From an optimization exercise on the open Yosys and OpenROAD flow, aimed at small area; shortcuts taken in it are not production practice. Only simulation tests tie the RTL to the original design; equivalence was not proved. The flow treats the clock pin as an ideal source, which a real chip does not have. No activity file was given, so power comes from the tool's default toggle rates.

--- design/flow/flow/run.sh ---
#!/bin/bash
# Own layout flow: the standard synthesis, then the combinational logic
# of its netlist re-mapped for area with ABC (every flip-flop instance is
# kept as it is; several ABC seeds run side by side and the smallest
# netlist is kept), then the standard layout steps with buf_1 port buffers
# and a clock tree without dummy loads whose buffers are then sized down. Each tool's output goes to a log
# file of its own in the work folder.
set -euo pipefail
W=$PWD
R=$W/orfs/results/$FLOW_PLATFORM/top_module/base
LIB=$FLOW_HOME/platforms/$FLOW_PLATFORM/lib/sky130_fd_sc_hd__tt_025C_1v80.lib

# 1. standard synthesis (the standard flow's own script, unchanged)
bash standard.sh "$R/1_2_yosys.v" > "$W/std_synth.log" 2>&1
cp "$R/1_2_yosys.v" "$W/std_synth.v"

# 2. re-map the combinational logic with a few ABC seeds
SEEDS="1 2 3 4"
for s in $SEEDS; do
  sed "s/@SEED@/$s/" "$W/flow/area.abc" > "$W/area_$s.abc"
  LIB="$LIB" IN="$W/std_synth.v" OUT="$W/resynth_$s.v" ABCSCRIPT="$W/area_$s.abc" \
    DONT_USE="$(cat "$W/flow/dont_use.txt")" \
    yosys -c "$W/flow/resynth.tcl" > "$W/resynth_$s.log" 2>&1 &
done
wait
best=""; barea=""
for s in $SEEDS; do
  a=$(awk '/Chip area/ {print $NF}' "$W/resynth_$s.v.stat")
  echo "seed $s area $a" >> "$W/resynth_pick.log"
  if [[ -z "$best" ]] || awk -v a="$a" -v b="$barea" 'BEGIN {exit !(a < b)}'; then best=$s; barea=$a; fi
done
echo "picked seed $best ($barea)" >> "$W/resynth_pick.log"
cp "$W/resynth_$best.v" "$R/1_2_yosys.v"
touch "$R/1_2_yosys.v"

# 3. the rest of the standard flow
export BUFFER_PORTS_ARGS="-buffer_cell sky130_fd_sc_hd__buf_1"
export CTS_ARGS="$(cat "$W/flow/cts_args.txt")"
# after clock_tree_synthesis: resize the clock buffers (flow/cts_opt.tcl)
export POST_CTS_TCL="$W/flow/cts_opt.tcl"
export CTS_MERGE=1
export CTS_SLEW_TARGET=0.100
bash standard.sh > "$W/layout.log" 2>&1
--- design/flow/flow/area.abc ---
strash
&get -n
&deepsyn -T 90 -S @SEED@
&dch -f
&nf -R 1000
&put
topo
--- design/flow/flow/cts_args.txt ---
-sink_clustering_enable -repair_clock_nets -buf_list sky130_fd_sc_hd__clkbuf_8 -sink_clustering_size 80 -sink_clustering_max_diameter 500 -dont_use_dummy_load
--- design/flow/flow/cts_opt.tcl ---
# Post-CTS clock tree trim: merge the leaf buffers of the clock tree into
# groups of CTS_MERGE neighbours, move each kept buffer to the centre of its
# flip-flops, then give each buffer the smallest clkbuf size whose
# flip-flop clock pins stay under CTS_SLEW_TARGET (ns). All flip-flops keep
# the same number of buffers on their clock path.
set ctsdb [ord::get_db]
set ctsblock [ord::get_db_block]
set target $::env(CTS_SLEW_TARGET)
set gsize $::env(CTS_MERGE)
set sizes {sky130_fd_sc_hd__clkbuf_2 sky130_fd_sc_hd__clkbuf_4 sky130_fd_sc_hd__clkbuf_8 sky130_fd_sc_hd__clkbuf_16}
proc cts_loc {i} { set b [$i getBBox]; return [list [expr {([$b xMin]+[$b xMax])/2}] [expr {([$b yMin]+[$b yMax])/2}]] }
set clknet [$ctsblock findNet clk]
set root ""
foreach it [$clknet getITerms] { set root [$it getInst] }
set rootnet [[$root findITerm X] getNet]
set leaves {}
foreach it [$rootnet getITerms] { if {[$it getInst] != $root} { lappend leaves [$it getInst] } }
puts "cts_opt: root [$root getName], [llength $leaves] leaf buffers"
set left $leaves
set kept {}
while {[llength $left] > 0} {
  set a [lindex $left 0]; set left [lrange $left 1 end]
  set g [list $a]
  while {[llength $g] < $gsize && [llength $left] > 0} {
    set la [cts_loc $a]; set best ""; set bd 1e18
    foreach b $left { set lb [cts_loc $b]; set d [expr {abs([lindex $la 0]-[lindex $lb 0]) + abs([lindex $la 1]-[lindex $lb 1])}]; if {$d < $bd} {set bd $d; set best $b} }
    lappend g $best
    set i [lsearch -exact $left $best]; set left [lreplace $left $i $i]
  }
  set anet [[$a findITerm X] getNet]
  foreach b [lrange $g 1 end] {
    set bnet [[$b findITerm X] getNet]
    foreach it [$bnet getITerms] { if {[$it getInst] == $b} continue; $it disconnect; $it connect $anet }
    [$b findITerm A] disconnect; [$b findITerm X] disconnect
    odb::dbInst_destroy $b; odb::dbNet_destroy $bnet
  }
  set sx 0; set sy 0; set n 0
  foreach it [$anet getITerms] { if {[$it getInst] == $a} continue; set l [cts_loc [$it getInst]]; set sx [expr {$sx+[lindex $l 0]}]; set sy [expr {$sy+[lindex $l 1]}]; incr n }
  $a setLocation [expr {$sx/$n}] [expr {$sy/$n}]
  lappend kept $a
}
detailed_placement
proc cts_leaf_slew {a} {
  set w 0
  foreach it [[[$a findITerm X] getNet] getITerms] {
    if {[$it getInst] == $a} continue
    set p [get_pins [[$it getInst] getName]/[[$it getMTerm] getName]]
    set s [get_property $p slew_max]
    if {$s > $w} {set w $s}
  }
  return $w
}
foreach a [concat $kept [list $root]] {
  foreach m $sizes {
    $a swapMaster [$ctsdb findMaster $m]
    estimate_parasitics -placement
    set ok 1
    if {$a == $root} { foreach k $kept { if {[cts_leaf_slew $k] > $target} {set ok 0} } } else { if {[cts_leaf_slew $a] > $target} {set ok 0} }
    if {$ok} break
  }
  puts "cts_opt: [$a getName] -> [[$a getMaster] getName]"
}
detailed_placement
estimate_parasitics -placement
set w 0; foreach k $kept { set s [cts_leaf_slew $k]; if {$s > $w} {set w $s} }
puts "cts_opt: worst clock-pin slew $w"
--- design/flow/flow/dont_use.txt ---
sky130_fd_sc_hd__probe_p_8 sky130_fd_sc_hd__probec_p_8 sky130_fd_sc_hd__lpflow_bleeder_1 sky130_fd_sc_hd__lpflow_clkbufkapwr_1 sky130_fd_sc_hd__lpflow_clkbufkapwr_16 sky130_fd_sc_hd__lpflow_clkbufkapwr_2 sky130_fd_sc_hd__lpflow_clkbufkapwr_4 sky130_fd_sc_hd__lpflow_clkbufkapwr_8 sky130_fd_sc_hd__lpflow_clkinvkapwr_1 sky130_fd_sc_hd__lpflow_clkinvkapwr_16 sky130_fd_sc_hd__lpflow_clkinvkapwr_2 sky130_fd_sc_hd__lpflow_clkinvkapwr_4 sky130_fd_sc_hd__lpflow_clkinvkapwr_8 sky130_fd_sc_hd__lpflow_decapkapwr_12 sky130_fd_sc_hd__lpflow_decapkapwr_3 sky130_fd_sc_hd__lpflow_decapkapwr_4 sky130_fd_sc_hd__lpflow_decapkapwr_6 sky130_fd_sc_hd__lpflow_decapkapwr_8 sky130_fd_sc_hd__lpflow_inputiso0n_1 sky130_fd_sc_hd__lpflow_inputiso0p_1 sky130_fd_sc_hd__lpflow_inputiso1n_1 sky130_fd_sc_hd__lpflow_inputiso1p_1 sky130_fd_sc_hd__lpflow_inputisolatch_1 sky130_fd_sc_hd__lpflow_isobufsrc_1 sky130_fd_sc_hd__lpflow_isobufsrc_16 sky130_fd_sc_hd__lpflow_isobufsrc_2 sky130_fd_sc_hd__lpflow_isobufsrc_4 sky130_fd_sc_hd__lpflow_isobufsrc_8 sky130_fd_sc_hd__lpflow_isobufsrckapwr_16 sky130_fd_sc_hd__lpflow_lsbuf_lh_hl_isowell_tap_1 sky130_fd_sc_hd__lpflow_lsbuf_lh_hl_isowell_tap_2 sky130_fd_sc_hd__lpflow_lsbuf_lh_hl_isowell_tap_4 sky130_fd_sc_hd__lpflow_lsbuf_lh_isowell_4 sky130_fd_sc_hd__lpflow_lsbuf_lh_isowell_tap_1 sky130_fd_sc_hd__lpflow_lsbuf_lh_isowell_tap_2 sky130_fd_sc_hd__lpflow_lsbuf_lh_isowell_tap_4 
--- design/flow/flow/resynth.tcl ---
# Re-map the combinational cells of a synthesized netlist with ABC. The
# flip-flop (and tie) cells stay black boxes, so every register instance
# keeps its name and cell type.
set lib $::env(LIB)
set dont {}
foreach c $::env(DONT_USE) { lappend dont -dont_use $c }
yosys read_liberty -ignore_miss_func $lib
yosys blackbox =sky130_fd_sc_hd__df* =sky130_fd_sc_hd__edf* =sky130_fd_sc_hd__sdf* =sky130_fd_sc_hd__dl* =sky130_fd_sc_hd__conb_1
yosys read_verilog $::env(IN)
yosys hierarchy -top top_module
yosys flatten
yosys opt_clean -purge
yosys tee -o $::env(OUT).before.stat stat
yosys abc -liberty $lib {*}$dont -script $::env(ABCSCRIPT)
yosys opt_clean -purge
yosys hilomap -singleton -hicell sky130_fd_sc_hd__conb_1 HI -locell sky130_fd_sc_hd__conb_1 LO
yosys splitnets
yosys opt_clean -purge
yosys insbuf -buf sky130_fd_sc_hd__buf_1 A X
yosys tee -o $::env(OUT).stat stat -liberty $lib
yosys write_verilog -noattr -nohex -nodec $::env(OUT)
--- design/flow/standard.sh ---
#!/bin/bash
# synth_recipe.tcl (not shown) runs the flow's synth.tcl, then flattens the netlist and writes it again
# the make line also repeats each setting of config.mk as NAME=value (left out here)
make -C /OpenROAD-flow-scripts/flow DESIGN_CONFIG=/design/flow/config.mk WORK_HOME=/design/flow/orfs CLKGATE_MAP_FILE= SYNTH_SCRIPT=/design/flow/synth_recipe.tcl "${@:-finish}"
--- design/flow/config.mk ---
export PLATFORM = sky130hd
export DESIGN_NAME = top_module
export DESIGN_NICKNAME = top_module
export VERILOG_FILES = /design/flow/design.v
export SDC_FILE = /design/flow/constraint.sdc
export NUM_CORES = 4
export LEC_CHECK = 0
export CAP_MARGIN = 20
export CORE_MARGIN = 2
export CORE_UTILIZATION = 65
export SLEW_MARGIN = 20
--- design/flow/constraint.sdc ---
create_clock -name core_clock -period 10.0 [get_ports {clk}]
set_input_delay 2.0000 -clock core_clock [delete_from_list [all_inputs] [get_ports {clk}]]
set_output_delay 2.0000 -clock core_clock [all_outputs]
set_load 0.01 [all_outputs]
--- design/flow/design.v ---
`timescale 1ns / 1ps
module clk_divider(
    input clk_in,
    input rst,
    input [2:0] hit_next,
    output tick
    );
localparam [8:0] END = 9'b011100001;
localparam [8:0] START0 = 9'b111001000;
reg [8:0] cnt;
reg half;
reg [8:0] start;
always @(*) begin
    case (hsel)
        3'd0: start = 9'b111001000;    
        3'd1: start = 9'b011000000;    
        3'd2: start = 9'b101100110;    
        3'd3: start = 9'b000000010;    
        3'd4: start = 9'b110000010;    
        3'd5: start = 9'b010010100;    
        3'd6: start = 9'b101000100;    
        3'd7: start = 9'b010101110;    
        default: start = 9'b0;
    endcase
end
wire wrap = (cnt == END);
assign tick = wrap && !half;
wire [2:0] hsel = rst ? 3'd0 : hit_next;
wire load = wrap || rst;
always @(posedge clk_in) begin
    half <= !rst && (half ^ wrap);
    if (load)
        cnt <= start;
    else
        cnt <= {cnt[7:0], ~(cnt[8] ^ cnt[4])};
end
endmodule
`timescale 1ns / 1ps
module debouncer1(
    input clk,
    input reset,
    input button_push,
    output clean
    );
    reg [4:0] c;
    wire fb = !((c[0] && !c[2] && !c[4]) || (c[2] && c[4]));
    assign clean = (c == 5'b10111);
    always @(posedge clk) begin
        if (reset || !button_push)
            c <= 5'b00000;
        else
            c <= {c[3:0], fb};
    end
endmodule
`timescale 1ns / 1ps
module mov_ball(
    input clk,
    input slow_tick,
    input reset,
    input button1,
    input button2,
    input squash_switch,
    output [15:0] led,
    output reg [1:0] player1_score,
    output reg [1:0] player2_score,
    output reg [2:0] hit,
    output [2:0] hit_next,
    output reg [2:0] player1_match_score,
    output reg [2:0] player2_match_score
    );
    localparam SERVE = 2'b00, PLAY = 2'b01, UPD1 = 2'b10, UPD2 = 2'b11;
    localparam [9:0] WINDOW_END = 10'b0101100100;
    reg b1p, b2p;
    reg [9:0] bcnt;
    wire bwin = (bcnt == WINDOW_END);
    wire set1 = button1 && !b1p;
    wire set2 = !set1 && button2 && !b2p;
    always @(posedge clk) begin
        if (reset || bwin) begin
            b1p <= 0;
            b2p <= 0;
        end
        else begin
            if (set1) b1p <= 1;
            if (set2) b2p <= 1;
        end
        if (reset || bwin || !(b1p || b2p || button1 || button2))
            bcnt <= 10'd0;
        else
            bcnt <= {bcnt[8:0], ~(bcnt[9] ^ bcnt[6])};
    end
    reg [1:0] state;
    reg [3:0] pos;
    reg dark;             
    wire lit = !dark;
    reg dir;
    reg serve1;           
    reg [1:0] pc1, pc2;
    genvar gi;
    generate
        for (gi = 0; gi < 16; gi = gi + 1) begin : g_led
            assign led[gi] = lit && (pos == gi);
        end
    endgenerate
    reg [1:0] n_state;
    reg [3:0] n_pos;
    reg n_lit, n_dir, n_serve1;
    reg [1:0] n_pc1, n_pc2, n_t1s, n_t2s;
    reg [2:0] n_tm1, n_tm2, n_hit;
    reg clr1, clr2, l15, l0, hitq, d1;
    reg ld, ld15, mv_up, mv_dn;
    always @(*) begin
        n_state = state;
        n_dir = dir;
        n_serve1 = serve1;
        n_pc1 = pc1;
        n_pc2 = pc2;
        n_t1s = player1_score;
        n_t2s = player2_score;
        n_tm1 = player1_match_score;
        n_tm2 = player2_match_score;
        n_hit = hit;
        clr1 = 0;
        clr2 = 0;
        l15 = 0;
        l0 = 0;
        hitq = 0;
        d1 = 0;
        ld = 0;
        ld15 = 0;
        mv_up = 0;
        mv_dn = 0;
        if (squash_switch) begin
            n_serve1 = 0;
            if (pc2 == 2'd0) begin
                ld = 1;
                n_pc2 = 2'd1;
                n_dir = 1;
            end
            else begin
                hitq = b2p && lit && pos == 4'd0;
                if (hitq) begin
                    n_tm2 = player2_match_score + 1'b1;
                    n_hit = hit + 1'b1;
                end
                d1 = dir ^ hitq;
                if (!d1) begin
                    if (lit && pos == 4'd14)
                        n_dir = 1;
                    else begin
                        mv_up = 1;
                        n_dir = 0;
                    end
                end
                else begin
                    if (lit && pos == 4'd15)
                        n_dir = 0;
                    else begin
                        mv_dn = 1;
                        n_dir = 1;
                    end
                end
            end
        end
        else begin
            case (state)
                SERVE: begin
                    ld = 1;
                    ld15 = serve1;
                    if (b1p) begin
                        n_dir = 0;
                        n_state = PLAY;
                    end
                    else if (b2p) begin
                        n_dir = 1;
                        n_state = PLAY;
                    end
                    n_pc1 = 0;
                    n_pc2 = 0;
                end
                PLAY: begin
                    mv_up = dir;
                    mv_dn = !dir;
                    l15 = dir && lit && pos == 4'd14;
                    l0 = !dir && lit && pos == 4'd1;
                    if (l15 && b1p) begin
                        n_dir = ~n_dir;
                        n_hit = n_hit + 1'b1;
                        clr1 = 1;
                    end
                    else if (!l15 && b1p) begin
                        if (pc1 != 2'd3)
                            n_pc1 = pc1 + 1'b1;
                        else begin
                            n_serve1 = 1;
                            n_state = UPD1;
                            clr1 = 1;
                            clr2 = 1;
                        end
                    end
                    else if (l15 && !b1p) begin
                        n_state = UPD1;
                        clr1 = 1;
                        clr2 = 1;
                    end
                    if (l0 && b2p) begin
                        n_dir = ~n_dir;
                        n_state = PLAY;
                        n_hit = n_hit + 1'b1;
                        clr1 = 1;
                        clr2 = 1;
                    end
                    else if (!l0 && b2p) begin
                        if (pc2 != 2'd3) begin
                            n_pc2 = pc2 + 1'b1;
                            n_state = PLAY;
                        end
                        else begin
                            n_serve1 = 0;
                            n_state = UPD2;
                            clr1 = 1;
                            clr2 = 1;
                        end
                    end
                    else if (l0 && !b2p) begin
                        n_state = UPD2;
                        clr1 = 1;
                        clr2 = 1;
                    end
                end
                default: begin   
                    n_pc1 = 0;
                    n_pc2 = 0;
                    if (state == UPD1) begin
                        n_t2s = player2_score + 1'b1;
                        if (n_t2s == 2'd3) begin
                            n_tm2 = player2_match_score + 1'b1;
                            n_t2s = 0;
                            n_t1s = 0;
                        end
                    end
                    else begin
                        n_t1s = player1_score + 1'b1;
                        if (n_t1s == 2'd3) begin
                            n_tm1 = player1_match_score + 1'b1;
                            n_t1s = 0;
                            n_t2s = 0;
                        end
                    end
                    n_state = SERVE;
                    n_serve1 = ~serve1;
                end
            endcase
        end
        if (clr1) n_pc1 = 0;
        if (clr2) n_pc2 = 0;
        if (ld) begin
            n_pos = {4{ld15}};
            n_lit = 1;
        end
        else if (mv_up) begin
            n_pos = pos + 1'b1;
            n_lit = lit && (pos != 4'd15);
        end
        else if (mv_dn) begin
            n_pos = pos - 1'b1;
            n_lit = lit && (pos != 4'd0);
        end
        else begin
            n_pos = pos;
            n_lit = lit;
        end
    end
    assign hit_next = slow_tick ? n_hit : hit;
    always @(posedge clk or posedge reset) begin
        if (reset) begin
            pos <= 4'd0;
            dark <= 1'b0;
        end
        else if (slow_tick) begin
            pos <= n_pos;
            dark <= !n_lit;
        end
    end
    always @(posedge clk) begin
        if (reset) begin
            state <= SERVE;
            dir <= 1'b0;
            serve1 <= 1'b0;
            player1_score <= 2'd0;
            player2_score <= 2'd0;
            player1_match_score <= 3'd0;
            player2_match_score <= 3'd0;
            hit <= 3'd0;
            pc1 <= 2'd0;
            pc2 <= 2'd0;
        end
        else if (slow_tick) begin
            state <= n_state;
            dir <= n_dir;
            serve1 <= n_serve1;
            player1_score <= n_t1s;
            player2_score <= n_t2s;
            player1_match_score <= n_tm1;
            player2_match_score <= n_tm2;
            hit <= n_hit;
            pc1 <= n_pc1;
            pc2 <= n_pc2;
        end
    end
endmodule
`timescale 1ns / 1ps
module SevenSegmentLED(clk,rst,code_in,digit,AN_Out,C_Out);
input clk,rst;
input [3:0] code_in;
output [2:0] digit;
output [7:0] AN_Out;
output reg [6:0] C_Out;
reg [2:0] LEDCounter;
reg [3:0] clkCounter;
reg [3:0] shown_x;    
wire [3:0] shown = shown_x ^ 4'b1010;
assign digit = LEDCounter;
wire slow_tick = clkCounter[0] && clkCounter[2] && !clkCounter[3];
reg cc_fb;
always @(*) begin
    case ({clkCounter[3], clkCounter[1], clkCounter[0]})
        3'b000, 3'b011, 3'b101: cc_fb = 1'b1;
        default: cc_fb = 1'b0;
    endcase
end
wire [2:0] on = LEDCounter - 1'b1;
wire started = (shown != 4'b1010);
assign AN_Out = started ? ~((8'd1 << on) & 8'b11100111) : 8'h00;
always @(*) begin
    case (shown)
        4'b0000: C_Out = ~7'b0111111;
        4'b0001: C_Out = ~7'b0000110;
        4'b0010: C_Out = ~7'b1011011;
        4'b0011: C_Out = ~7'b1001111;
        4'b0100: C_Out = ~7'b1100110;
        4'b0101: C_Out = ~7'b1101101;
        4'b0110: C_Out = ~7'b1111101;
        4'b0111: C_Out = ~7'b1100111;
        4'b1101: C_Out = ~7'b1110011;    
        4'b1010: C_Out = 7'b0000000;     
        4'b1001: C_Out = 7'b1111111;     
        default: C_Out = 7'b1111111;     
    endcase
end
always @(posedge clk or posedge rst)
begin
    if(rst)
    begin
        LEDCounter <= 0;
        shown_x <= 4'b0000;
    end
    else if(slow_tick)
    begin
        LEDCounter <= LEDCounter + 1'b1;
        shown_x <= code_in ^ 4'b1010;
    end
end
always @(posedge clk)
begin
    if(rst)
        clkCounter <= 0;
    else
        clkCounter <= {clkCounter[2:0], cc_fb};
end
endmodule
`timescale 1ns / 1ps
module SevenLEDDemo(clk,rst,player1_score, player2_score, player1_match_score, player2_match_score, squash_switch, AN_Out,C_Out);
input clk,rst;
input [1:0] player1_score;
input [1:0] player2_score;
input [2:0] player1_match_score;
input [2:0] player2_match_score;
input squash_switch;
output [7:0] AN_Out;
output [6:0] C_Out;
localparam [3:0] BLANK = 4'b1001, CHAR_P = 4'b1101;
reg [1:0] p1_match_last;
reg [2:0] p2_match_last;
reg [3:0] code;
wire [2:0] digit;
wire banner1 = (player1_match_score == 3'd3);
wire banner2 = (player2_match_score == 3'd3);
wire normal = !squash_switch && !banner1 && !banner2;
wire take1 = !rst && normal && !player1_match_score[2];
wire take2 = !rst && (squash_switch || (normal && !player2_match_score[2]));
wire [1:0] p1_match_now = take1 ? player1_match_score[1:0] : p1_match_last;
wire [2:0] p2_match_now = take2 ? player2_match_score : p2_match_last;
reg [3:0] n_code;
always @(*) begin
    n_code = BLANK;
    if (squash_switch) begin
        if (digit == 3'd1) n_code = {1'b0, player2_match_score};
    end
    else if (banner1) begin
        if (digit == 3'd6) n_code = CHAR_P;
        else if (digit == 3'd5) n_code = 4'd1;
    end
    else if (banner2) begin
        if (digit == 3'd2) n_code = CHAR_P;
        else if (digit == 3'd1) n_code = 4'd2;
    end
    else begin
        case (digit)
            3'd7: n_code = {2'b00, p1_match_now};
            3'd5: n_code = {2'b00, player1_score};
            3'd2: n_code = {2'b00, player2_score};
            3'd0: n_code = {1'b0, p2_match_now};
            default: n_code = BLANK;
        endcase
    end
end
always @(posedge clk) begin
    code <= n_code;
    p1_match_last <= (player1_match_score[1:0] & {2{take1}}) | (p1_match_last & {2{!take1}});
    p2_match_last <= (player2_match_score & {3{take2}}) | (p2_match_last & {3{!take2}});
end
SevenSegmentLED SevenSegmentLED(.clk(clk),.rst(rst),.code_in(code),.digit(digit),.AN_Out(AN_Out),.C_Out(C_Out));
endmodule
`timescale 1ns / 1ps
module top_module(clk, reset, led, player1_button, player2_button, squash_switch, AN_Out, C_Out);
    input clk;
    input reset;
    input player1_button;
    input player2_button;
    input squash_switch;
    output wire [15:0] led;
    output [7:0] AN_Out;
    output [6:0] C_Out;
    wire slow_tick;
    wire player1_clean;
    wire player2_clean;
    wire [1:0] player1_score;
    wire [1:0] player2_score;
    wire [2:0] hit;
    wire [2:0] hit_next;
    wire [2:0] player1_match_score;
    wire [2:0] player2_match_score;
    clk_divider c1(.clk_in(clk), .rst(reset), .hit_next(hit_next), .tick(slow_tick));
    mov_ball m1(.clk(clk), .slow_tick(slow_tick), .reset(reset), .button1(player1_clean), .button2(player2_clean),
                .squash_switch(squash_switch), .led(led), .player1_score(player1_score), .player2_score(player2_score),
                .hit(hit), .hit_next(hit_next), .player1_match_score(player1_match_score), .player2_match_score(player2_match_score));
    debouncer1 d2(.clk(clk), .reset(reset), .button_push(player1_button), .clean(player1_clean));
    debouncer1 d3(.clk(clk), .reset(reset), .button_push(player2_button), .clean(player2_clean));
    SevenLEDDemo s1(.clk(clk), .rst(reset), .player1_score(player1_score), .player2_score(player2_score),
                    .player1_match_score(player1_match_score), .player2_match_score(player2_match_score),
                    .squash_switch(squash_switch), .AN_Out(AN_Out), .C_Out(C_Out));
endmodule
==> impl_metrics.json, run 1 <==
{
  "maxCapViolations": 0,
  "swShare_pct": 32.45,
  "syn_to_final_growth_pct": 9.734,
  "layout_commonest_cell": "nor2_1",
  "min_period_ps": 4327,
  "grt_max_degree": 29,
  "port_buffers": 35,
  "antenna_found_initial": 0,
  "nNetsFinal": 441,
  "critPathLaunchType": "register",
  "min_to": "s1.SevenSegmentLED.shown_x[1]",
  "top_level_ports": 36,
  "fin_tns_setup_ps": 0,
  "cts_sinks": 78,
  "syn_area_um2": 3342,
  "r2r_slack_ps": 6420,
  "rr_endpoint": "m1.hit[2]",
  "crit_slowest_cell": "nor4_1",
  "wire_per_inst_um": 13.03,
  "max_slew.worst_pin.slew_ps": 1050,
  "vias": 2854,
  "drt-pass1-iter-count": 4,
  "die-area_um2": 5731,
  "row_count": 26,
  "synth.avg_cell_area_um2": 8.569,
  "crit_required_ps": 8000,
  "cp_top_family": "simple AND/OR/NAND/NOR gates",
  "critical_path_buf_inv_count": 2,
  "start_util_pct": 66.28,
  "slew_headroom_pct": 29.36,
  "p_leak_nw": 1.387,
  "reg2reg_depth": 15,
  "grt_usage_pct": 25.02,
  "synthesis.instances": 390,
  "p_sw_mw": 0.2215,
  "maxSlewViolCount": 0,
  "min_from": "s1.code[1]",
  "dp_hpwl_um": 4780,
  "synthesis.nets": 395,
  "setup_viol": 0,
  "power_density_nw_per_um2": 186.1,
  "period_share_pct": 43.27,
  "crit_arrival_ps": 2330,
  "power_frac_seq_pct": 53.5,
  "ant_nets": 0,
  "cts_tree": "done",
  "hp-class": "register to register",
  "drt_iter0_markers": 115,
  "combPwrFrac_pct": 23.5,
  "drc": 0,
  "insertedDiodeCount": 0,
  "grt_pass1_wl_um": 10900,
  "clock_latency_ps": 520,
  "viasPerCell": 5.663,
  "drive_gt1_share_pct": 2.304,
  "run_status": "finished clean",
  "cp_cell_sequence": "nor4_1 > clkinv_1 > buf_1",
  "power_mw": 0.6827,
  "max_clock_freq_mhz": 231.1,
  "crit_path_max_fanout": 10,
  "rsz0062_at_grt": "no",
  "core_um2": 5042,
  "min_path_cells": 1,
  "gp_congestion": 0.8473,
  "clk_pin_slew_worst_paths_ps": 70,
  "clock_skew_ps": 23.37,
  "die_h_um": 75.71,
  "grt_pass1_vias": 2557,
  "rr_startpoint": "c1.cnt[2]",
  "die_x_um": 75.71,
  "power.share.clock_pct": 23.1,
  "fill_cells": 426,
  "crit_path_max_incr_delay_ps": 920,
  "layout_common_cells": "nor2_1 (67), dfxtp_1 (66), nand2_1 (39)",
  "gr-total-overflow": 0,
  "hold_viol": 0,
  "wl_um": 6569,
  "internal-power_mw": 0.4611,
  "ir_drop_mv": 0.1188,
  "yosys_warnings": 5,
  "end_kind": "output port",
  "worst-setup-path-type": "register to output port"
}
==> registers in the layout (all words and copies together) (netlist names), 2 cells and up <==
name,count
d2.c,5
m1.state,2
m1.pos,4
m1.hit,3
m1.player1_score,2
s1.SevenSegmentLED.LEDCounter,3
m1.player2_score,2
c1.cnt,9
s1.p2_match_last,3
m1.pc1,2
m1.pc2,2
m1.bcnt,10
m1.player1_match_score,3
s1.SevenSegmentLED.shown_x,4
m1.player2_match_score,3
s1.p1_match_last,2
d3.c,5
s1.SevenSegmentLED.clkCounter,4
s1.code,4
==> area by class of cell <==
cell class | instances | area (um2) | area share (%)
inverter | 14 | 52.55 | 1.433
clock buffer | 9 | 102.6 | 2.798
multi-input combinational | 297 | 1664 | 45.38
tap | 70 | 87.58 | 2.388
sequential | 78 | 1622 | 44.22
timing repair buffer | 36 | 138.9 | 3.787
==> metal layers <==
| layer | share of wire, % | global-route usage, % | routed length, um | up-vias |
|---|---|---|---|---|
| met2 | 47 | 41.16 | 3073 | 69 |
| met5 | 0 | 0 | 0 | - |
| met1 | 47 | 31.08 | 3071 | 1312 |
| li1 | - | - | - | 1461 |
| met3 | 4.6 | 6.349 | 301 | 12 |
| met4 | 1.9 | 11.11 | 123 | 0 |
==> stage by stage <==
stage               setup slack [ps]  cells  instance area (um2)  util [%]  hold slack (ps)
floorplan                       5947    390                 3342         -            377.6
finish                          5673    504                 3667     72.73            394.8
global route                    5444    504                 3667     72.73            409.5
global placement                5517    495                 3565     70.69            383.7
detailed placement              5398    495                 3565     70.69            386.6
==> power by group through the flow <==
| stage | clock (mW) | sequential [mW] | combinational, mW |
|---|---|---|---|
| final | 0.157 | 0.365 | 0.160 |
| after global routing | 0.175 | 0.370 | 0.189 |
| after detailed placement | 0 | 0.372 | 0.161 |
| after global placement | 0 | 0.370 | 0.156 |
| after floorplan | 0 | 0.364 | 0.115 |
==> how the worst max path moves through the flow <==
stage / start / to / slack (ps) / cells after the start
after floorplan: squash_switch / m1.hit[2] / 5950 / 13
after global placement: squash_switch / m1.hit[2] / 5520 / 14
after detailed placement: squash_switch / m1.hit[2] / 5400 / 14
after global routing: s1.SevenSegmentLED.shown_x[3] / AN_Out[4] / 5440 / 3
final: s1.SevenSegmentLED.shown_x[3] / AN_Out[4] / 5670 / 3
==> inputs of run 2 (changes only) <==
--- a/design/flow/config.mk
+++ b/design/flow/config.mk
@@ -7,5 +7,5 @@
 export LEC_CHECK = 0
 export CAP_MARGIN = 20
 export CORE_MARGIN = 2
-export CORE_UTILIZATION = 65
+export CORE_UTILIZATION = 40
 export SLEW_MARGIN = 20
==> run 2 against run 1 <==
  * Sequential cell count did not move
  * Synthesized area stayed put
  * Via count fell by 2.9%
  * Register-to-register slack lost 50 ps
  * Combinational power is essentially flat
  * Routed wire length rose by 1.6%
  * Utilization fell by 27 points
  * Largest cell class unchanged
  * Largest power group unchanged
  * Highest routed layer unchanged
==> impl_metrics.json, run 2 <==
{
  "crit_arrival_ps": 4600,
  "antenna_found_initial": 0,
  "clock_latency_ps": 350,
  "ir_drop_mv": 0.09220,
  "drive_gt1_share_pct": 2.535,
  "internal-power_mw": 0.4609,
  "clock_skew_ps": 28.03,
  "synth.avg_cell_area_um2": 8.569,
  "reg_top3": "m1.bcnt x10, c1.cnt x9",
  "regMostFlops": "m1.bcnt",
  "rsz0062_at_grt": "no",
  "syn_to_final_growth_pct": 11.12,
  "dp_hpwl_um": 4768,
  "vias": 2772,
  "grt_max_degree": 29,
  "drt_iter0_markers": 128,
  "critical_path_buf_inv_count": 2,
  "drt-pass1-iter-count": 4,
  "min_period_ps": 4352,
  "power_mw": 0.6828,
  "hp-class": "register to register",
  "core_um2": 8175,
  "crit_required_ps": 10250,
  "crit_path_max_fanout": 8,
  "power_density_nw_per_um2": 183.9,
  "max_slew.worst_pin.slew_ps": 679.2,
  "fill_cells": 817,
  "p_sw_mw": 0.2219,
  "max_clock_freq_mhz": 229.8,
  "maxCapViolations": 0,
  "critPathLaunchType": "primary input",
  "slew_headroom_pct": 54.44,
  "p_leak_nw": 1.386,
  "gr-total-overflow": 0,
  "period_share_pct": 43.52,
  "grt_pass1_vias": 2505,
  "wl_um": 6675,
  "largest_reg_flops": 10,
  "start_util_pct": 40.88,
  "yosys_warnings": 5,
  "clk_pin_slew_worst_paths_ps": 80,
  "run_status": "finished clean",
  "power.share.clock_pct": 23.1,
  "cts_sinks": 78,
  "layout_common_cells": "nor2_1 (67), dfxtp_1 (66), nand2_1 (39)",
  "ant_nets": 0,
  "fin_util_pct": 45.42,
  "cts_tree": "done",
  "drc": 0,
  "row_count": 33,
  "cp_cell_sequence": "buf_1 > nor3_1 > and2_0 > nand2_1 > o21ai_0 > nand2_1 > nand2_1 > and2_0 > a21oi_1 > o21ai_0 > clkinv_1 > a21oi_1 > o21ai_0 > o22a_1",
  "fin_ws_ps": 5648,
  "gp_congestion": 0.8767,
  "crit_slowest_cell": "nor3_1",
  "layout_commonest_cell": "nor2_1",
  "viasPerCell": 5.143,
  "grt_usage_pct": 16.06,
  "wire_per_inst_um": 12.38,
  "die-area_um2": 9102,
  "grt_pass1_wl_um": 11320,
  "cp_top_family": "simple AND/OR/NAND/NOR gates",
  "synthesis.nets": 395,
  "crit_path_max_incr_delay_ps": 490,
  "combPwrFrac_pct": 23.4,
  "port_buffers": 35,
  "die_x_um": 95.41,
  "swShare_pct": 32.50,
  "synthesis.instances": 390,
  "nNetsFinal": 441,
  "top_level_ports": 36,
  "fin_tns_setup_ps": 0,
  "syn_area_um2": 3342,
  "hold_viol": 0,
  "place_ws_ps": 5324,
  "maxSlewViolCount": 0,
  "end_kind": "register",
  "insertedDiodeCount": 0,
  "setup_viol": 0,
  "die_h_um": 95.41,
  "worst-setup-path-type": "primary input to register",
  "power_frac_seq_pct": 53.5
}
==> run 2: worst paths after layout <==
kind                               start                            end  slack (ps)  depth (start not counted)
setup / recovery           squash_switch                      m1.hit[2]        5650                         14
hold / removal                s1.code[3]  s1.SevenSegmentLED.shown_x[3]         400                          1
setup reg to reg               c1.cnt[4]                      m1.hit[2]        6370                         16
hold reg to reg               s1.code[3]  s1.SevenSegmentLED.shown_x[3]         400                          1
max in group asynchronous          reset                      m1.pos[0]        7730                          3
min in group asynchronous          reset                      m1.pos[1]        1910                          3
==> run 2: per-stage QoR <==
stage          hold WS [ps]  instances  cell area [um2]
2_1_floorplan         377.6        390             3342
3_3_place_gp          386.3        530             3608
3_5_place_dp          390.4        530             3608
5_1_grt               431.0        539             3714
6_report              401.4        539             3714
==> run 2: layout make-up <==
type	instances	area [um2]	area share (%)
repair buffers	36	138.9	3.740
flip-flops and latches	78	1622	43.67
well taps	105	131.4	3.538
inverters	14	52.55	1.415
multi-input cells	297	1670	44.98
clock buffers	9	98.84	2.662
==> run 2: routing by layer <==
layer,routed length [um],global-route usage (%),vias to the layer above
met5,0,0,-
li1,-,-,1467
met1,3309,20.82,1261
met2,3037,25.12,34
met3,222,4.980,10
met4,106,6.071,0
==> run 2: power groups by stage <==
stage          clock (mW)  combinational (mW)  sequential (mW)
6_report            0.158               0.160            0.365
5_1_grt             0.179               0.183            0.371
3_5_place_dp            0               0.160            0.371
3_3_place_gp            0               0.158            0.371
2_1_floorplan           0               0.115            0.364
==> inputs of run 3 (changes only) <==
--- a/design/flow/design.v
+++ b/design/flow/design.v
@@ -23,7 +23,7 @@
         default: start = 9'b0;
     endcase
 end
-wire wrap = (cnt == END);
+wire wrap = ({cnt[8:6], cnt[4:0]} == {END[8:6], END[4:0]});
 assign tick = wrap && !half;
 wire [2:0] hsel = rst ? 3'd0 : hit_next;
 wire load = wrap || rst;
@@ -232,16 +232,16 @@
                     n_pc1 = 0;
                     n_pc2 = 0;
                     if (state == UPD1) begin
-                        n_t2s = player2_score + 1'b1;
-                        if (n_t2s == 2'd3) begin
+                        n_t2s = {player2_score[0], 1'b1};
+                        if (player2_score[1]) begin
                             n_tm2 = player2_match_score + 1'b1;
                             n_t2s = 0;
                             n_t1s = 0;
                         end
                     end
                     else begin
-                        n_t1s = player1_score + 1'b1;
-                        if (n_t1s == 2'd3) begin
+                        n_t1s = {player1_score[0], 1'b1};
+                        if (player1_score[1]) begin
                             n_tm1 = player1_match_score + 1'b1;
                             n_t1s = 0;
                             n_t2s = 0;
@@ -372,7 +372,7 @@
 `timescale 1ns / 1ps
 module SevenLEDDemo(clk,rst,player1_score, player2_score, player1_match_score, player2_match_score, squash_switch, AN_Out,C_Out);
 input clk,rst;
-input [1:0] player1_score;
+input [1:0] player1_score;    
 input [1:0] player2_score;
 input [2:0] player1_match_score;
 input [2:0] player2_match_score;
@@ -408,8 +408,8 @@
     else begin
         case (digit)
             3'd7: n_code = {2'b00, p1_match_now};
-            3'd5: n_code = {2'b00, player1_score};
-            3'd2: n_code = {2'b00, player2_score};
+            3'd5: n_code = {2'b00, player1_score[1], player1_score[0] & !player1_score[1]};
+            3'd2: n_code = {2'b00, player2_score[1], player2_score[0] & !player2_score[1]};
             3'd0: n_code = {1'b0, p2_match_now};
             default: n_code = BLANK;
         endcase
--- a/design/flow/config.mk
+++ b/design/flow/config.mk
@@ -7,5 +7,5 @@
 export LEC_CHECK = 0
 export CAP_MARGIN = 20
 export CORE_MARGIN = 2
-export CORE_UTILIZATION = 40
+export CORE_UTILIZATION = 65
 export SLEW_MARGIN = 20
==> run 3 against run 2 <==
  * Cell area decreased by 1.4%
  * Final cell count down 4.1%
  * Register-to-register slack improved by 60 ps
  * Synthesized cell count rose by 3.3%
  * First-iteration DRC count rose by 72%
  * Sequential power increased by 3%
  * Clock power shrank 4%
  * Non-clock buffer count unchanged
  * Clock skew is 1.6 ps higher
==> impl_metrics.json, run 3 <==
{
  "crit_path_max_incr_delay_ps": 860,
  "synthesis.instances": 403,
  "clock_skew_ps": 29.64,
  "crit_top_cell": "nor2_1",
  "setup_viol": 0,
  "drive_gt1_share_pct": 2.461,
  "row_count": 26,
  "grt_pass1_vias": 2589,
  "die-area_um2": 5729,
  "p_leak_nw": 1.405,
  "drt-pass1-iter-count": 5,
  "reg_top3": "m1.bcnt x10, c1.cnt x9",
  "run_status": "finished clean",
  "crit_arrival_ps": 4730,
  "rr_startpoint": "c1.cnt[2]",
  "dp_hpwl_um": 4945,
  "insertedDiodeCount": 0,
  "synth.avg_cell_area_um2": 8.290,
  "gr-total-overflow": 0,
  "min_path_cells": 2,
  "vias": 2956,
  "die_h_um": 75.69,
  "period_share_pct": 44.39,
  "fin_tns_setup_ps": 0,
  "r2r_slack_ps": 6430,
  "grt_usage_pct": 25.92,
  "max_slew.worst_pin.slew_ps": 922.5,
  "viasPerCell": 5.718,
  "drc": 0,
  "maxSlewViolCount": 0,
  "gp_congestion": 0.8922,
  "crit_path_max_fanout": 11,
  "worst-setup-path-type": "primary input to register",
  "syn_to_final_growth_pct": 9.625,
  "wl_um": 6870,
  "synthesis.nets": 408,
  "yosys_warnings": 5,
  "min_from": "s1.code[0]",
  "clock_latency_ps": 350,
  "clk_pin_slew_worst_paths_ps": 100,
  "antenna_found_initial": 0,
  "layout_commonest_cell": "dfxtp_1",
  "slew_headroom_pct": 37.94,
  "core_um2": 5042,
  "top_level_ports": 36,
  "max_clock_freq_mhz": 225.3,
  "rsz0062_at_grt": "no",
  "hold_viol": 0,
  "power_density_nw_per_um2": 198.2,
  "cp_cell_sequence": "buf_1 > nor4_1 > nand3_1 > o21ai_0 > nor2_1 > nor3_1 > and3_1 > nor2_1 > o22ai_1",
  "grt_pass1_wl_um": 11330,
  "min_period_ps": 4439,
  "hp-class": "register to register",
  "cts_sinks": 78,
  "crit_slowest_cell": "nor4_1",
  "ant_nets": 0,
  "maxCapViolations": 0,
  "reg2reg_depth": 10,
  "regMostFlops": "m1.bcnt",
  "die_x_um": 75.69,
  "nNetsFinal": 454,
  "port_buffers": 35,
  "start_util_pct": 66.25,
  "crit_required_ps": 10290,
  "cts_tree": "done",
  "layout_common_cells": "dfxtp_1 (66), nor2_1 (65), nand2_1 (54)",
  "ir_drop_mv": 0.1342,
  "syn_area_um2": 3341,
  "drt_iter0_markers": 220,
  "power_mw": 0.7258,
  "min_to": "s1.SevenSegmentLED.shown_x[0]",
  "grt_max_degree": 28,
  "rr_endpoint": "c1.cnt[3]",
  "largest_reg_flops": 10,
  "hold_ws_ps": 418.5,
  "wire_per_inst_um": 13.29,
  "critPathLaunchType": "primary input",
  "end_kind": "register"
}
## run 3: worst max-delay path: cells and delay by family
kind            cells  cell delay [ps]
compound gates      2              330
buf+inv             1              240
simple gates        6             2150
## run 3: worst max-delay path by stage
| stage | startpoint | to | slack (ps) | depth (start not counted) |
|---|---|---|---|---|
| floorplan | squash_switch | c1.cnt[4] | 6130 | 8 |
| global placement | squash_switch | c1.cnt[3] | 5470 | 9 |
| detailed placement | squash_switch | c1.cnt[3] | 5260 | 9 |
| global route | squash_switch | c1.cnt[3] | 5310 | 9 |
| finish | squash_switch | c1.cnt[3] | 5560 | 9 |
## run 3: report_power, final
part           total, mW  switching, mW  internal (mW)
sequential         0.375         0.0405          0.335
combinational      0.198          0.121         0.0773
clock              0.152         0.0927         0.0594
total              0.726          0.254          0.472
## run 3: cell type report
class | count | area, um2
Clock buffer | 9 | 92.59
Fill cell | 420 | 1380
Inverter | 17 | 63.81
Multi-Input combinational cell | 307 | 1658
Sequential cell | 78 | 1622
Tap cell | 70 | 87.58
Timing Repair Buffer | 36 | 138.9
## run 3: per-stage QoR
step	util, %	std cells	area (um2)	worst slack [ps]
2_1_floorplan	-	403	3341	6126
3_3_place_gp	70.67	508	3563	5472
3_5_place_dp	70.67	508	3563	5256
5_1_grt	72.63	517	3662	5311
6_report	72.63	517	3662	5561
## run 3: routing by layer
metal  vias up  track usage (%)  share of wire, %
li1       1508                -                 -
met1      1343            34.31                47
met2        90            41.26                46
met3        15            5.291               4.8
met4         0            11.31               1.8
met5         -                0                 0
==> inputs of run 4 (changes only) <==
--- a/design/flow/flow/run.sh
+++ b/design/flow/flow/run.sh
@@ -39,5 +39,5 @@
 # after clock_tree_synthesis: resize the clock buffers (flow/cts_opt.tcl)
 export POST_CTS_TCL="$W/flow/cts_opt.tcl"
 export CTS_MERGE=1
-export CTS_SLEW_TARGET=0.100
+export CTS_SLEW_TARGET=0.110
 bash standard.sh > "$W/layout.log" 2>&1
==> design/flow/flow/area.abc (replaced) <==
strash
&get -n
&deepsyn -T 90 -S @SEED@
&dch -f
&nf -R 1000 -p -E 100
&put
topo
==> run 4 against run 3 <==
  * Still clean
  * Sequential power decreased by 1%
  * Synthesized area about the same
  * Global-route usage decreased by 1.1 points
  * Die area about the same
  * Hold slack improved by 21 ps
  * Final cell count decreased by 2.1%
  * Clock skew decreased by 2.2 ps
  * Total power decreased by 4.0%
  * Critical path depth decreased by 6
  * Clock power decreased by 3%
  * Sequential cell count unchanged
  * Fmax increased by 9.5%
  * Critical path type is now register to output port
  * Critical endpoint is now AN_Out[3]
  * Largest power group unchanged
  * Highest routed layer unchanged
==> impl_metrics.json, run 4 <==
{
  "rr_endpoint": "c1.cnt[4]",
  "rsz0062_at_grt": "no",
  "fin_util_pct": 72.36,
  "grt_pass1_vias": 2474,
  "grt_usage_pct": 24.86,
  "power_mw": 0.6966,
  "min_from": "s1.SevenSegmentLED.clkCounter[0]",
  "syn_area_um2": 3339,
  "largest_reg_flops": 10,
  "run_status": "finished clean",
  "grt_max_degree": 30,
  "drt-pass1-iter-count": 4,
  "clock_skew_ps": 27.44,
  "nNetsFinal": 443,
  "drt_iter0_markers": 182,
  "critPathLaunchType": "register",
  "p_leak_nw": 1.421,
  "port_buffers": 35,
  "end_kind": "output port",
  "viasPerCell": 5.715,
  "vias": 2892,
  "wire_per_inst_um": 13.30,
  "maxSlewViolCount": 0,
  "max_slew.worst_pin.slew_ps": 920.6,
  "reg2reg_depth": 12,
  "endpoint": "AN_Out[3]",
  "synthesis.instances": 392,
  "r2r_slack_ps": 6830,
  "final_area_um2": 3649,
  "grt_pass1_wl_um": 10720,
  "synth.avg_cell_area_um2": 8.519,
  "die_h_um": 75.68,
  "ir_drop_mv": 0.1199,
  "cts_sinks": 78,
  "cts_tree": "done",
  "start_util_pct": 66.23,
  "crit_required_ps": 8000,
  "drive_gt1_share_pct": 2.294,
  "yosys_warnings": 5,
  "regMostFlops": "m1.bcnt",
  "die-area_um2": 5727,
  "clock_latency_ps": 420,
  "crit_path_max_fanout": 7,
  "max_clock_freq_mhz": 246.6,
  "layout_commonest_cell": "nor2_1",
  "hold_ws_ps": 439.2,
  "setup_viol": 0,
  "finalNonFillerCells": 506,
  "insertedDiodeCount": 0,
  "fin_ws_ps": 5944,
  "place_ws_ps": 5761,
  "maxCapViolations": 0,
  "ant_nets": 0,
  "die_x_um": 75.68,
  "power_density_nw_per_um2": 190.9,
  "period_share_pct": 40.56,
  "dp_hpwl_um": 4737,
  "fin_tns_setup_ps": 0,
  "syn_to_final_growth_pct": 9.254,
  "place_inst": 497,
  "wl_um": 6729,
  "hold_viol": 0,
  "min_period_ps": 4056,
  "gr-total-overflow": 0,
  "drc": 0,
  "worst-setup-path-type": "register to output port",
  "row_count": 26,
  "placed_area_um2": 3562,
  "clk_pin_slew_worst_paths_ps": 80,
  "crit_start": "s1.SevenSegmentLED.shown_x[3]",
  "slew_headroom_pct": 38.06,
  "gp_congestion": 0.9139,
  "top_level_ports": 36,
  "crit_arrival_ps": 2060,
  "antenna_found_initial": 0,
  "reg_top3": "m1.bcnt x10, c1.cnt x9",
  "core_um2": 5042,
  "rr_startpoint": "c1.cnt[2]",
  "synthesis.nets": 397,
  "layout_common_cells": "nor2_1 (67), dfxtp_1 (66), nand2_1 (40)",
  "hp-class": "register to register"
}
## run 4: power by group
group	switching, mW	leakage, nW	total, mW	internal, mW
Sequential	0.0358	0.692	0.371	0.335
Combinational	0.108	0.680	0.179	0.0707
Clock	0.0924	0.0492	0.147	0.0545
Total	0.236	1.42	0.697	0.460
## run 4: how the worst min path moves through the flow
stage,endpoint,slack [ps],cells past startpoint
after floorplan,s1.SevenSegmentLED.shown_x[3],400,1
after global placement,s1.SevenSegmentLED.shown_x[3],420,1
after detailed placement,s1.SevenSegmentLED.shown_x[3],420,1
after global routing,m1.bcnt[6],440,1
final,s1.SevenSegmentLED.clkCounter[1],440,2
## run 4: routing by layer
layer	vias to the layer above	wire, um	track usage, %
met1	1309	3194	32.18
li1	1480	-	-
met4	0	145	11.50
met5	-	0	0
met3	15	414	6.481
met2	88	2974	39.13
## run 4: critical path, cell delays in order (launching register included)
cell	delay, ps
dfrtp_1	470
nor4_1	830
clkinv_1	190
buf_1	170
## run 4: area by class of cell
class | instances | area [um2]
repair buffers | 36 | 138.9
clock buffers | 9 | 86.33
fillers | 408 | 1394
multi-input cells | 301 | 1669
well taps | 70 | 87.58
flip-flops and latches | 78 | 1622
inverters | 12 | 45.04
==> inputs of run 5 (changes only) <==
==> design/flow/flow/area.abc (replaced) <==
strash
&get -n
&deepsyn -J 4000 -T 1500 -S @SEED@
&dch -f
&nf -R 1000 -p -E 100
&put
topo
==> run 5 against run 4 <==
  * Die area is 1.2% lower
  * Largest cell class is now registers
  * Total power is 1.4% lower
  * Non-clock buffer count unchanged
  * Highest routed layer unchanged
  * Sequential share of layout area up 0.70 points
  * Worst setup slack worse by 330 ps
  * Routed wire length fell by 0.83%
==> impl_metrics.json, run 5 <==
{
  "power_frac_seq_pct": 53.0,
  "gr-total-overflow": 0,
  "die_h_um": 75.21,
  "critPathLaunchType": "register",
  "drt-pass1-iter-count": 5,
  "fill_cells": 407,
  "max_slew.worst_pin.slew_ps": 813.8,
  "swShare_pct": 33.82,
  "slew_headroom_pct": 45.41,
  "clock_latency_ps": 530,
  "syn_to_final_growth_pct": 8.998,
  "cts_sinks": 78,
  "multi_input_area_um2": 1618,
  "drt_iter0_markers": 171,
  "wire_per_inst_um": 13.51,
  "vias": 2820,
  "min_period_ps": 4390,
  "synthesis.instances": 383,
  "syn_area_um2": 3296,
  "maxSlewViolCount": 0,
  "viasPerCell": 5.709,
  "crit_slowest_cell": "dfrtp_1",
  "dp_hpwl_um": 4807,
  "ant_nets": 0,
  "layout_common_cells": "dfxtp_1 (66), nor2_1 (60), nand2_1 (53)",
  "crit_path_max_fanout": 8,
  "synth.avg_cell_area_um2": 8.605,
  "p_sw_mw": 0.2322,
  "regMostFlops": "m1.bcnt",
  "synthesis.nets": 388,
  "combPwrFrac_pct": 26.1,
  "yosys_warnings": 5,
  "ir_drop_mv": 0.1320,
  "gp_congestion": 0.9130,
  "internal-power_mw": 0.4543,
  "setup_viol": 0,
  "die_x_um": 75.21,
  "wl_um": 6673,
  "p_leak_nw": 1.411,
  "antenna_found_initial": 0,
  "fin_tns_setup_ps": 0,
  "top_level_ports": 36,
  "grt_usage_pct": 26.72,
  "rsz0062_at_grt": "no",
  "run_status": "finished clean",
  "power.share.clock_pct": 20.8,
  "crit_required_ps": 8000,
  "hold_viol": 0,
  "period_share_pct": 43.90,
  "max_clock_freq_mhz": 227.8,
  "cp_cell_sequence": "or3_1 > nand3_1 > a21oi_1 > a21o_1 > a22oi_1 > a31o_1 > a21o_1 > buf_1",
  "grt_max_degree": 27,
  "grt_pass1_vias": 2523,
  "reg_top3": "m1.bcnt x10, c1.cnt x9",
  "hp-class": "register to register",
  "row_count": 25,
  "power_density_nw_per_um2": 191.1,
  "start_util_pct": 68.42,
  "nNetsFinal": 434,
  "crit_top_cell": "a21o_1",
  "fin_ws_ps": 5610,
  "core_um2": 4817,
  "end_kind": "output port",
  "maxCapViolations": 0,
  "die-area_um2": 5656,
  "drc": 0,
  "crit_path_max_incr_delay_ps": 450,
  "worst-setup-path-type": "register to output port",
  "clock_skew_ps": 33.56,
  "cts_tree": "done",
  "insertedDiodeCount": 0,
  "crit_arrival_ps": 2390,
  "port_buffers": 35,
  "place_ws_ps": 5415,
  "layout_commonest_cell": "dfxtp_1",
  "grt_pass1_wl_um": 11390,
  "register_area_um2": 1622,
  "largest_reg_flops": 10,
  "drive_gt1_share_pct": 2.342,
  "clk_pin_slew_worst_paths_ps": 100
}
==> run 5: layout make-up <==
type / instances / share of cell area, %
repair buffers: 36 / 3.866
multi-input cells: 290 / 45.04
flip-flops and latches: 78 / 45.14
inverters: 14 / 1.463
clock buffers: 9 / 2.160
well taps: 67 / 2.334
==> run 5: stage by stage <==
step | cell area [um2] | utilization, % | power (mW) | cells | hold WS [ps]
floorplan | 3296 | - | 0.4928 | 383 | 399.5
global placement | 3515 | 72.96 | 0.5460 | 485 | 407.7
detailed placement | 3515 | 72.96 | 0.5509 | 485 | 424.8
global route | 3592 | 74.57 | 0.7332 | 494 | 446.7
finish | 3592 | 74.57 | 0.6865 | 494 | 412.0
==> run 5: worst paths after layout <==
check / startpoint / end / slack (ps) / cells after the start
min reg2reg: s1.code[1] / s1.SevenSegmentLED.shown_x[1] / 410 / 1
min: s1.code[1] / s1.SevenSegmentLED.shown_x[1] / 410 / 1
min in group asynchronous: reset / s1.SevenSegmentLED.shown_x[1] / 1740 / 3
max: s1.SevenSegmentLED.shown_x[2] / C_Out[3] / 5610 / 8
max in group asynchronous: reset / s1.SevenSegmentLED.LEDCounter[1] / 7850 / 3
max reg2reg: c1.cnt[3] / c1.cnt[5] / 6490 / 11
==> run 5: power by group through the flow <==
stage                     Sequential (mW)  Combinational [mW]  Clock (mW)
after floorplan                     0.363               0.130           0
after global placement              0.371               0.176           0
after detailed placement            0.371               0.180           0
after global routing                0.370               0.207       0.157
final                               0.364               0.179       0.143
==> run 5: layer usage <==
layer | global-route usage (%) | part of all wire [%] | vias up
met5 | 0 | 0 | -
met4 | 11.70 | 1.8 | 0
met3 | 8.032 | 5.2 | 15
met2 | 40.25 | 45 | 76
met1 | 35.80 | 47 | 1299
li1 | - | - | 1430
==> run 5: worst max-delay path: cells and delay by family (launching register included) <==
family / cells / cell delay (ps)
AO/OA/AOI/OAI: 5 / 750
AND/OR/NAND/NOR: 2 / 550
flip-flops: 1 / 450
buffers and inverters: 1 / 140

## separate check: timing with driven ports
No port has a modelled driver above. Below, the same layouts with a new extraction and two added sets of constraints. Step 1, drivers: a clkbuf_16 drives clk and a buf_2 each remaining input, both assumed. Step 2 times the ports against the registers' clock, not the clock port: input delays grow and output delays shrink by t, the midpoint of the rising clock arrivals with the driver on. a / b / c = ideal ports / drivers / drivers and shift; a / b = the first two.
run | shift t [ns] | setup slack, ns | hold WS [ns] | latest minus earliest clock arrival (ns)
run 1 | 0.537 | 5.673 / 5.645 / 5.360 | 0.395 / 0.395 / 0.395 | 0.024 / 0.024
run 2 | 0.366 | 5.648 / 5.657 / 5.291 | 0.401 / 0.401 / 0.401 | 0.028 / 0.028
run 3 | 0.363 | 5.561 / 5.567 / 5.203 | 0.418 / 0.418 / 0.418 | 0.031 / 0.031
run 4 | 0.434 | 5.944 / 5.917 / 5.710 | 0.439 / 0.439 / 0.439 | 0.029 / 0.029
run 5 | 0.540 | 5.610 / 5.585 / 5.365 | 0.412 / 0.412 / 0.412 | 0.033 / 0.033
After both steps every run listed still meets setup and hold. The setup slack of run 3, which loses most, moves by +0.006 ns with the drivers and by -0.358 ns with both steps.
